This design comes from an exercise in tuning for small area on the open sky130 flow, not from production work.
The RTL was checked by simulation tests, not by an equivalence proof against the original design.
The clock input has no modelled driver; a real chip could not lean on it and would need a root buffer or a full tree.
Power figures rest on the tool's default switching activity, not on a simulated workload.

## lab4
module lab4(
  input  clk,
  input  reset_n,
  input  [3:0] usr_btn,
  output [3:0] usr_led,
  input  uart_rx,
  output uart_tx
);
assign usr_led = usr_btn;
wire enter;
uart uart(
  .clk(clk),
  .reset_n(reset_n),
  .rx(uart_rx),
  .enter(enter)
);
localparam [13:0] T_END  = 14'h2BAE;
localparam [13:0] T_MASK = 14'h36FB;
localparam [13:0] T_BIT  = 14'h1540;    
localparam [13:0] T_BIT2 = 14'h0550;    
localparam [13:0] T_INIT = 14'h3A51;    
localparam [13:0] T_INV  = 14'h2AAA;
localparam [3:0] S_D0 = 4'd10;
localparam [3:0] S_D1 = 4'd11;
localparam [3:0] S_D2 = 4'd8;
localparam [3:0] S_D3 = 4'd9;
localparam [3:0] S_D4 = 4'd14;
localparam [3:0] S_D5 = 4'd15;
localparam [3:0] S_D6 = 4'd12;
localparam [3:0] S_D7 = 4'd13;
localparam [3:0] S_START = 4'd5;
localparam [3:0] S_STOP1 = 4'd2;
localparam [3:0] S_STOP2 = 4'd3;
localparam [3:0] S_WAIT = 4'd0;
localparam [3:0] S_INIT = 4'd4;
reg [13:0] ttm;
reg [3:0]  slot;
reg [3:0]  bidx;
reg        str;    
wire [13:0] tval = ttm ^ T_INV;    
wire tev = ((tval ^ T_END) & T_MASK) == 14'd0;
wire [13:0] tstep = {tval[12:0], tval[13] ^ tval[12]} ^ T_INV;
always @(posedge clk) begin
  if (~reset_n) begin
    slot <= S_INIT;
    bidx <= 4'd11;
    str  <= 1'b0;
    ttm  <= T_INIT ^ T_INV;
  end else if (slot == S_WAIT) begin
    ttm <= T_BIT ^ T_INV;
    if (enter) slot <= S_START;
  end else if (tev) begin
    ttm <= T_BIT ^ T_INV;
    case (slot)
      S_INIT:  slot <= S_START;
      S_START: slot <= S_D0;
      S_D0:    slot <= S_D1;
      S_D1:    slot <= S_D2;
      S_D2:    slot <= S_D3;
      S_D3:    slot <= S_D4;
      S_D4:    slot <= S_D5;
      S_D5:    slot <= S_D6;
      S_D6:    slot <= S_D7;
      S_D7:    slot <= S_STOP1;
      S_STOP1: begin
        slot <= S_STOP2;
        ttm  <= T_BIT2 ^ T_INV;
      end
      default: begin  
        bidx <= {bidx[2:0], ~(bidx[3] ^ bidx[0])};
        if (bidx == 4'd13) begin
          str  <= ~str;
          slot <= str ? S_INIT : S_WAIT;
          ttm  <= T_INIT ^ T_INV;
        end else begin
          slot <= S_START;
        end
      end
    endcase
  end else begin
    ttm <= tstep;
  end
end
reg [7:0] rom_byte;
always @(*) begin
  case ({str, bidx})
    5'd11: rom_byte = 8'h07;
    5'd7: rom_byte = 8'h0A;
    5'd14: rom_byte = 8'h50;
  ...
Size: about 190 cells after synthesis, about 42 flip-flops, roughly 12 I/O pins.
==> flow/config.mk <==
export PLATFORM = sky130hd
export DESIGN_NAME = lab4
export DESIGN_NICKNAME = lab4
export VERILOG_FILES = /design/flow/design.v
export SDC_FILE = /design/flow/constraint.sdc
export NUM_CORES = 4
export LEC_CHECK = 0
export CAP_MARGIN = 20
export CORE_AREA = 2 2 60 60
export DIE_AREA = 0 0 62 62
export GPL_TIMING_DRIVEN = 0
export PLACE_DENSITY = 0.8
export SLEW_MARGIN = 20
==> flow/constraint.sdc <==
create_clock -name core_clock -period 10.0 [get_ports {clk}]
set_input_delay 2.0000 -clock core_clock [delete_from_list [all_inputs] [get_ports {clk}]]
set_output_delay 2.0000 -clock core_clock [all_outputs]
set_load 0.01 [all_outputs]
standard.sh (not shown) runs the stock make flow with config.mk's settings and CLKGATE_MAP_FILE= SYNTH_SCRIPT=/design/flow/synth_recipe.tcl, a recipe that flattens the netlist after the stock synthesis.
==> flow/flow/run.sh <==
#!/bin/bash
# Own layout flow: the standard flow (standard.sh), with these changes:
#  - synthesis maps the logic with several area-oriented ABC scripts
#    (abc_*.abc), keeps the smallest result, and skips ORFS's adder
#    extraction; everything else in synthesis, and so the registers, their
#    names and cell types, is synth_recipe.tcl unchanged;
#  - the clock tree is a flat one made by cts.tcl (a few buffers from the
#    clock port, each driving a group of flip-flops) instead of TritonCTS;
#  - port buffers are buf_1 cells, and synthesis puts no buffer between the
#    buttons and the LEDs (the standard flow removes those buffers later).
# Each tool's output stays in orfs/logs/; make's own output goes to flow.log.
set -euo pipefail
W=$(pwd)
export MY_WORK=$W
export MY_ABC_SCRIPTS="$(ls $W/flow/abc_*.abc)"
export MY_CTS_BUF=${MY_CTS_BUF:-sky130_fd_sc_hd__clkbuf_8}
export MY_CTS_N=${MY_CTS_N:-3}
export PRE_CTS_TCL=$W/flow/cts.tcl
bash standard.sh SYNTH_SCRIPT=$W/flow/synth.tcl ADDER_MAP_FILE= SYNTH_INSBUF=0 \
  "BUFFER_PORTS_ARGS=-inputs -outputs -buffer_cell sky130_fd_sc_hd__buf_1" \
  finish > $W/flow.log 2>&1
==> flow/flow/cts.tcl <==
# PRE_CTS_TCL: replaces TritonCTS for this small design with a flat clock
# tree: the clock port drives MY_CTS_N buffers (MY_CTS_BUF), each placed at
# the centre of the flip-flops it drives, the flip-flops cut into groups by
# x position. The rest of ORFS's cts step (placement legalisation, timing
# repair) runs as usual.
proc manual_cts {buf n} {
  set items {}
  foreach p [get_pins -of_objects [get_nets clk]] {
    if {[get_property $p direction] == "input"} {
      set inst [[sta::sta_to_db_pin $p] getInst]
      set loc [$inst getLocation]
      lappend items [list [lindex $loc 0] [lindex $loc 1] $p]
    }
  }
  set items [lsort -integer -index 0 $items]
  set per [expr {int(ceil([llength $items] / double($n)))}]
  for {set g 0} {$g < $n} {incr g} {
    set grp [lrange $items [expr {$g * $per}] [expr {($g + 1) * $per - 1}]]
    if {[llength $grp] == 0} { continue }
    set sx 0
    set sy 0
    set lp {}
    foreach it $grp {
      set sx [expr {$sx + [lindex $it 0]}]
      set sy [expr {$sy + [lindex $it 1]}]
      lappend lp [lindex $it 2]
    }
    set cx [expr {$sx / [llength $grp] / 1000.0}]
    set cy [expr {$sy / [llength $grp] / 1000.0}]
    puts "manual_cts: $buf for [llength $grp] sinks at $cx $cy"
    insert_buffer -buffer_cell $buf -net clk -load_pins $lp -location [list $cx $cy] \
      -buffer_name clkbuf_m$g -net_name clknet_m$g
  }
}
rename clock_tree_synthesis tritoncts_clock_tree_synthesis
proc clock_tree_synthesis {args} {
  manual_cts $::env(MY_CTS_BUF) $::env(MY_CTS_N)
  set_propagated_clock [all_clocks]
}
Other scripts of this flow, unchanged in this note and not shown: flow/flow/abc_j1000_s2.abc, flow/flow/abc_j1000_s3.abc, flow/flow/synth.tcl
==> next run, changes <==
--- a/flow/flow/run.sh
+++ b/flow/flow/run.sh
@@ -15,5 +15,5 @@
 export MY_ABC_SCRIPTS="$(ls $W/flow/abc_*.abc)"
 export MY_CTS_BUF=${MY_CTS_BUF:-sky130_fd_sc_hd__clkbuf_8}
-export MY_CTS_N=${MY_CTS_N:-3}
+export MY_CTS_N=${MY_CTS_N:-2}
 export PRE_CTS_TCL=$W/flow/cts.tcl
 bash standard.sh SYNTH_SCRIPT=$W/flow/synth.tcl ADDER_MAP_FILE= SYNTH_INSBUF=0 \
--- a/flow/config.mk
+++ b/flow/config.mk
@@ -10,4 +10,4 @@
 export DIE_AREA = 0 0 62 62
 export GPL_TIMING_DRIVEN = 0
-export PLACE_DENSITY = 0.8
+export PLACE_DENSITY = 0.92
 export SLEW_MARGIN = 20
Effect: The changed run completed without violations; design area drops slightly; sequential cell count is unchanged; sequential share of layout area climbs by 0.38 points; sequential power barely changes; die area does not change; worst setup slack loses 0.026 ns; power drops by a few percent.
In every run of this note, the design's own scripts or RTL, not TritonCTS, make the clock network.

## afterwards: timing with drivers on the ports
How much do the figures lean on ideal ports? The routed layouts below were timed once more, with nothing changed but the port constraints.
Step 1 (the two cells are an assumption about what drives the block):
set clk [get_ports {clk}]
set_driving_cell -lib_cell sky130_fd_sc_hd__clkbuf_16 $clk
set_driving_cell -lib_cell sky130_fd_sc_hd__buf_2 [delete_from_list [all_inputs] $clk]
Step 2 moves the port delays by t, midway between the first and last clock arrival at a register: inputs arrive t later, outputs are due t later. That takes back most of the time a late clock gives input paths.
Slacks: no drivers / after step 1 / after step 2; pairs: no drivers / after step 1.
| run | t, ns | setup WS [ns] | worst data-port slew with drivers (ns) |
|---|---|---|---|
| the first run | 0.182 | 5.765 / 5.726 / 5.908 | 0.06 |
| the second run | 0.201 | 5.739 / 5.705 / 5.905 | 0.06 |
After both steps setup and hold are still met in every run listed.
